This is an optimization exercise on Yosys and OpenROAD, whose aim is small area, not a production implementation. Only simulation tests tie the RTL to the original design; equivalence was not proved. Power is estimated from default activity; no workload was simulated.

Setup of job 5386:
## mtm_Alu
module mtm_Alu (
    input  wire clk,    
    input  wire rst_n,  
    input  wire sin,    
    output wire sout    
);
Size in the first run: roughly 95 flip-flops, roughly 4 I/O pins, ~0.0045 mm2 of cells after synthesis.
==> flow/config.mk <==
export PLATFORM = sky130hd
export DESIGN_NAME = mtm_Alu
export DESIGN_NICKNAME = mtm_Alu
export VERILOG_FILES = /design/flow/design.v
export SDC_FILE = /design/flow/constraint.sdc
export NUM_CORES = 4
export LEC_CHECK = 0
export CAP_MARGIN = 20
export CORE_MARGIN = 2
export CORE_UTILIZATION = 70
export CTS_BUF_LIST = sky130_fd_sc_hd__clkbuf_8
export SLEW_MARGIN = 20
==> flow/constraint.sdc <==
create_clock -name core_clock -period 10.0 [get_ports {clk}]
set_input_delay 2.0000 -clock core_clock [delete_from_list [all_inputs] [get_ports {clk}]]
set_output_delay 2.0000 -clock core_clock [all_outputs]
set_load 0.01 [all_outputs]
standard.sh (not shown) runs the stock make flow with config.mk's settings and CLKGATE_MAP_FILE= SYNTH_SCRIPT=/design/flow/synth_recipe.tcl, a recipe that flattens the netlist after the stock synthesis.
==> flow/flow/run.sh <==
#!/bin/bash
set -euo pipefail
cts="-sink_clustering_enable -repair_clock_nets -buf_list sky130_fd_sc_hd__clkbuf_8 -dont_use_dummy_load"
bash standard.sh "CTS_ARGS=$cts" finish > standard_flow.log 2>&1
Job 5386 closes out successfully: all stages finished, all timing, DRC and antenna checks passed.
Modified inputs, job 3337 compared to job 5386
==> flow/flow/run.sh <==
#!/bin/bash
# The standard layout (standard.sh) with three changes:
#  - synthesis: ABC maps for area (flow/abc_area.script: strash; dch -f; amap)
#    instead of ORFS's delay-oriented script, and Yosys's half/full-adder
#    extraction and Kogge-Stone carry mapping are left out, so ABC sees all
#    logic. The registers are those of the standard synthesis (flip-flop
#    mapping is unchanged).
#  - clock tree synthesis: clkbuf_8 buffers and no dummy loads.
#  - port buffers: sky130_fd_sc_hd__buf_1.
# Each tool's full output goes to a log file in this folder.
set -euo pipefail
here=$(pwd)

# private copy of the ORFS scripts, with the synthesis changes
rm -rf "$here/scripts"
cp -r "$FLOW_HOME/scripts" "$here/scripts"
cp "$here/flow/abc_area.script" "$here/scripts/abc_speed.script"
sed -i 's/\[dont_use_adder_kinds\] ne "none"$/[dont_use_adder_kinds] ne "none" \&\& 0/' "$here/scripts/synth.tcl"
sed -i 's#"-extra-map $::env(FLOW_HOME)/platforms/common/lcu_kogge_stone.v"\]#""]#' "$here/scripts/synth.tcl"
grep -q 'ne "none" && 0' "$here/scripts/synth.tcl"
! grep -q 'lcu_kogge_stone' "$here/scripts/synth.tcl"

cts="-sink_clustering_enable -repair_clock_nets -dont_use_dummy_load -buf_list sky130_fd_sc_hd__clkbuf_8"
bash standard.sh "SCRIPTS_DIR=$here/scripts" "CTS_ARGS=$cts" \
  "BUFFER_PORTS_ARGS=-buffer_cell sky130_fd_sc_hd__buf_1" finish > standard_flow.log 2>&1
==> flow/flow/abc_area.script (new file) <==
strash
dch -f
amap
topo
==> comparison <==
First-pass GRT wire length: lower on job 3337. Job 5386 → job 3337: layout overhead on the synthesized area now larger, tightest slew margin relative to the limit now larger.
#### Input delta (job 1349 over job 3337)
==> flow/flow/run.sh <==
#!/bin/bash
set -euo pipefail
cts="-sink_clustering_enable -repair_clock_nets -dont_use_dummy_load -buf_list sky130_fd_sc_hd__clkbuf_8 -sink_clustering_size 30 -sink_clustering_max_diameter 300"
bash standard.sh "CTS_ARGS=$cts" "BUFFER_PORTS_ARGS=-buffer_cell sky130_fd_sc_hd__buf_1" finish > standard_flow.log 2>&1
removed: flow/flow/abc_area.script
Notes after the runs:
Compared with job 3337, job 1349 shows a lower pre-CTS setup slack. Of job 3337 and job 1349, the lower final setup skew belongs to job 3337. A slowest cell on the critical path of dfxtp_1 is what job 1349 shows, while nor3_1 belongs to job 3337. Compared with job 3337, job 1349 shows a higher xor-xnor portion of the synthesized cell area. Job 1349: via count 0.59% above job 3337. On job 1349: utilization after layout is 2.8 points lower than what job 3337 gave. [diff] final area, job 1349 relative to job 3337: regression. Area fraction in compound gates after synthesis is higher on job 3337. Max highest clock frequency the design can meet across job 3337 and job 1349: job 3337.
Input-level comparison between job 9638 and job 1349:
==> flow/flow/run.sh <==
#!/bin/bash
set -euo pipefail
cts="-sink_clustering_enable -repair_clock_nets -dont_use_dummy_load -buf_list sky130_fd_sc_hd__clkbuf_16 -sink_clustering_size 40"
bash standard.sh "CTS_ARGS=$cts" "BUFFER_PORTS_ARGS=-buffer_cell sky130_fd_sc_hd__buf_1" finish > standard_flow.log 2>&1
==> comparison <==
- Final-layout worst hold slack across job 9638 and job 1349: no real change.
- Going from job 1349 to job 9638, the fraction of power consumed by combinational cells was found to have gone down by 2.6 points.
- Delta (job 9638 minus job 1349): first-iteration DRC count up 37%; total met2 wirelength after detailed routing grew by 3.4%; worst path setup slack after routing now smaller; via count was more or less identical.
- Compared to job 1349, job 9638 has clock latency on the worst-skew pair 0.02 ns lower.
- Internal power of the cells: job 9638 > job 1349
- In job 9638, the final standard cell area without fillers came out 2.2% above the value in job 1349.
Input changes introduced in job 346 (baseline for comparison: job 9638):
==> flow/run.sh (new file) <==
#!/bin/bash
# synth_recipe.tcl (not shown) runs the flow's synth.tcl, then flattens the netlist and writes it again
# the make line also repeats each setting of config.mk as NAME=value (left out here)
make -C /OpenROAD-flow-scripts/flow DESIGN_CONFIG=/design/flow/config.mk WORK_HOME=/design/flow/orfs CLKGATE_MAP_FILE= SYNTH_SCRIPT=/design/flow/synth_recipe.tcl finish
removed: flow/flow/run.sh
removed: flow/standard.sh
==> comparison <==
- NOTE number of global-route vias before repair job 9638->job 346 increased by a few percent
- In the reports for job 9638 and job 346, the larger number of standard cells in the layout, taps in and fillers out belongs to job 346.
- In job 346 the power turned out about 4% lower than in job 9638.
- On fraction of area in multi-input gates, job 9638 and job 346 are basically level.
- The via count in job 346 was higher than what job 9638 gave.
- Count of inserted antenna diode cells came out exactly the same in job 9638 and job 346.

[static timing again, ports no longer ideal]
In the flow no input, the clock included, has a driving cell. The finished layouts below were timed again as built, in two steps. Step 1 (the two cells are an assumption about what drives the block):
set clk [get_ports {clk}]
set_driving_cell -lib_cell sky130_fd_sc_hd__clkbuf_16 $clk
set_driving_cell -lib_cell sky130_fd_sc_hd__buf_2 [delete_from_list [all_inputs] $clk]
Step 2 adds t to the input delays and takes it off the output delays; t is the mean of the earliest and latest rising clock arrival at the registers after step 1. Input paths then give back, and output paths get back, about the clock's delay inside the block. Three values: no drivers, after step 1, after step 2; two values: the first two.
run | shift t [ns] | setup WS [ns] | worst data-port slew with drivers (ns)
job 5386 | 0.373 | 4.677 / 4.647 / 5.021 | 0.03
job 3337 | 0.375 | 5.230 / 5.198 / 5.573 | 0.03
job 1349 | 0.380 | 4.914 / 4.883 / 5.263 | 0.03
job 9638 | 0.365 | 4.906 / 4.869 / 5.235 | 0.03
job 346 | 0.384 | 4.656 / 4.626 / 5.010 | 0.03
After both steps setup and hold are still met in every run listed.
